What follows belongs to an exercise in optimizing a design on an open flow for small area and a short achievable clock period; a production flow would make more cautious choices.
In this exercise RTL edits were held to simulation tests only and were not proved equivalent to the original.

== JK ==
Design simon32_64, start of the top module:
module simon32_64 (
	input  logic clk, reset,
	input  logic in_valid,
	output logic in_ready,
	input  logic [31:0] plaintext,
	input  logic [63:0] key,
	output logic out_valid,
	output logic [31:0] ciphertext
);
==> flow/config.mk <==
export PLATFORM = sky130hd
export DESIGN_NAME = simon32_64
export DESIGN_NICKNAME = simon32_64
export VERILOG_FILES = /design/flow/design.v
export SDC_FILE = /design/flow/constraint.sdc
export NUM_CORES = 4
export LEC_CHECK = 0
export CAP_MARGIN = 20
export CORE_MARGIN = 2
export CORE_UTILIZATION = 40
export SETUP_SLACK_MARGIN = 0.8
export SLEW_MARGIN = 20
==> flow/constraint.sdc <==
create_clock -name core_clock -period 2.5 [get_ports {clk}]
set_input_delay 0.5000 -clock core_clock [delete_from_list [all_inputs] [get_ports {clk}]]
set_output_delay 0.5000 -clock core_clock [all_outputs]
set_load 0.01 [all_outputs]
standard.sh (not shown) runs the stock make flow with config.mk's settings and CLKGATE_MAP_FILE= SYNTH_SCRIPT=/design/flow/synth_recipe.tcl, a recipe that flattens the netlist after the stock synthesis.
==> flow/flow/run.sh <==
#!/bin/bash
# Standard layout, with the port buffers made from plain buffers instead of
# the delay cells buffer_ports picks by default, and without the slow
# three-input XOR cells.
set -euo pipefail
export BUFFER_PORTS_ARGS="-buffer_cell sky130_fd_sc_hd__buf_2"
export DONT_USE_CELLS="sky130_fd_sc_hd__xor3_1 sky130_fd_sc_hd__xor3_2 sky130_fd_sc_hd__xor3_4 sky130_fd_sc_hd__xnor3_1 sky130_fd_sc_hd__xnor3_2 sky130_fd_sc_hd__xnor3_4"
bash standard.sh finish > standard_finish.log 2>&1
JK ran to completion and came out clean on the timing, DRC and antenna checks.
### JK -> MS
Settings: swapping 0.8 for 1.2 in SETUP_SLACK_MARGIN.
==> flow/flow/run.sh <==
#!/bin/bash
# Standard layout, with the port buffers made from plain buffers instead of
# the delay cells buffer_ports picks by default.
set -euo pipefail
export BUFFER_PORTS_ARGS="-buffer_cell sky130_fd_sc_hd__buf_2"
bash standard.sh finish > standard_finish.log 2>&1
[summary]
Against JK, worst slew slack as a fraction of its limit in MS came out better.
Measured against each other, MS and JK differ in number of cells on the critical path, the higher figure coming from MS.
In the metrics for MS and JK, the one carrying the higher proportion of cell area occupied by registers is JK.
Clock latency on the worst-skew pair essentially unchanged between MS and JK.
Sort MS and JK by setup slack, ascending, and JK comes first.
The final reports for MS and JK show wire length higher in the former.
Looking only at clock skew, and setting everything else aside, the lower value of MS and JK goes to MS.
Edits applied to the flow inputs when going from MS to AL:
Settings: putting CTS_CLUSTER_DIAMETER at 100 where nothing was set; swapping 1.2 for 0.8 in SETUP_SLACK_MARGIN; putting CTS_CLUSTER_SIZE at 25 where nothing was set.
==> flow/flow/run.sh <==
#!/bin/bash
# Standard layout (the standard.sh) with two changes:
#  - the port buffers are plain buffers instead of the delay cells that
#    buffer_ports picks by default;
#  - the slow cells listed in flow/dont_use.txt are added to the platform's
#    don't-use list, so that synthesis maps the XOR-heavy logic onto faster
#    two-input gates.
set -euo pipefail
export BUFFER_PORTS_ARGS="-buffer_cell sky130_fd_sc_hd__buf_2"
plat=$(make -s -C "$FLOW_HOME" DESIGN_CONFIG="$PWD/config.mk" WORK_HOME="$PWD/orfs" \
  print-DONT_USE_CELLS 2> print_dont_use.log | sed -n 's/^DONT_USE_CELLS: //p')
extra=$(grep -v '^#' flow/dont_use.txt | tr '\n' ' ')
echo "platform: $plat" > dont_use.log
echo "added: $extra" >> dont_use.log
bash standard.sh "DONT_USE_CELLS=$plat $extra" finish > standard_finish.log 2>&1
==> flow/flow/dont_use.txt (new file) <==
# slow cells kept out of synthesis and repair
sky130_fd_sc_hd__xor3_1
sky130_fd_sc_hd__xor3_2
sky130_fd_sc_hd__xor3_4
sky130_fd_sc_hd__xnor3_1
sky130_fd_sc_hd__xnor3_2
sky130_fd_sc_hd__xnor3_4
sky130_fd_sc_hd__or4_1
sky130_fd_sc_hd__or4_2
sky130_fd_sc_hd__or4_4
sky130_fd_sc_hd__nor4_1
sky130_fd_sc_hd__nor4_2
sky130_fd_sc_hd__nor4_4
sky130_fd_sc_hd__and4_1
sky130_fd_sc_hd__and4_2
sky130_fd_sc_hd__and4_4
sky130_fd_sc_hd__nand4_1
sky130_fd_sc_hd__nand4_2
sky130_fd_sc_hd__nand4_4
sky130_fd_sc_hd__or4b_1
sky130_fd_sc_hd__or4bb_1
sky130_fd_sc_hd__nor4b_1
sky130_fd_sc_hd__nor4bb_1
sky130_fd_sc_hd__or3_1
sky130_fd_sc_hd__or3b_1
sky130_fd_sc_hd__nor3_1
sky130_fd_sc_hd__mux2_1
sky130_fd_sc_hd__mux2_2
sky130_fd_sc_hd__mux2_4
sky130_fd_sc_hd__mux2_8
## What came out
Against MS, AL reports a multi-input gate share of the layout cell area that is higher.
Summary of AL over MS: maximum frequency saw an increase, largest buffer count on any clock path saw little to no change, worst setup timing slack at the placement stage saw a decrease.
Count of cell types in the netlist: AL < MS
Here is what was changed in the inputs of TR compared with AL.
Settings: SETUP_SLACK_MARGIN: 0.8 -> 0.9; CORE_UTILIZATION: 40 -> 55.
--- a/flow/flow/dont_use.txt
+++ b/flow/flow/dont_use.txt
@@ -26,5 +26 @@
 sky130_fd_sc_hd__nor3_1
-sky130_fd_sc_hd__mux2_1
-sky130_fd_sc_hd__mux2_2
-sky130_fd_sc_hd__mux2_4
-sky130_fd_sc_hd__mux2_8
## What came out
- Changes observed in TR relative to AL: total length of routed met3 wires now sits higher; via count of the routed design decreased 427; final wirelength lower; quantity of hold-fixing buffers added after cts comparable; via count of the first global-routing pass decreased 324.
- Between AL and TR, the flow reports non-clock buffer instance count of the final layout increasing by a few percent.
- In TR, worst setup slack is higher than in AL.
- Post-placement setup slack: TR higher than AL
## Diff of input files: PW against TR
Settings: CORE_UTILIZATION changed from 55 to 40; SETUP_SLACK_MARGIN changed from 0.9 to 0.8.
### Flow results
Count of routing violations after the opening detailed-route iteration: PW better than TR. For PW, the highest-delay cell along the critical path was sky130_fd_sc_hd__dfxtp_2, unlike TR, where it was sky130_fd_sc_hd__dfxtp_1. Sequential cell count came out exactly the same in TR and PW. Changes observed in PW relative to TR: per-cell routed wire length went down 3.2%, initial antenna violation count grew by 1.

[re-timing with driven ports]
How much do the figures lean on ideal ports? The routed layouts below were timed once more, with nothing changed but the port constraints. Step 1 assumes that a clkbuf_16 drives the clock port and a buf_2 every other input. Step 2 times the ports against the registers' clock, not the clock port: input delays grow and output delays shrink by t, the midpoint of the rising clock arrivals with the driver on. Three values: ideal, step 1, step 2; two values: the first two.
run | t (ns) | setup WS [ns] | worst setup path at the end | worst slew at a driven data input, ns | cell pins on the clock port's net
JK | 0.586 | 0.796 / 0.744 / 0.825 | register to register | 0.04 | 1
MS | 0.573 | 0.814 / 0.814 / 0.814 | register to register | 0.05 | 1
AL | 0.513 | 0.835 / 0.788 / 0.838 | register to register | 0.04 | 1
TR | 0.524 | 0.925 / 0.879 / 0.927 | register to register | 0.05 | 1
PW | 0.526 | 0.814 / 0.765 / 0.897 | register to register | 0.05 | 1
After both steps every run listed still meets setup and hold.
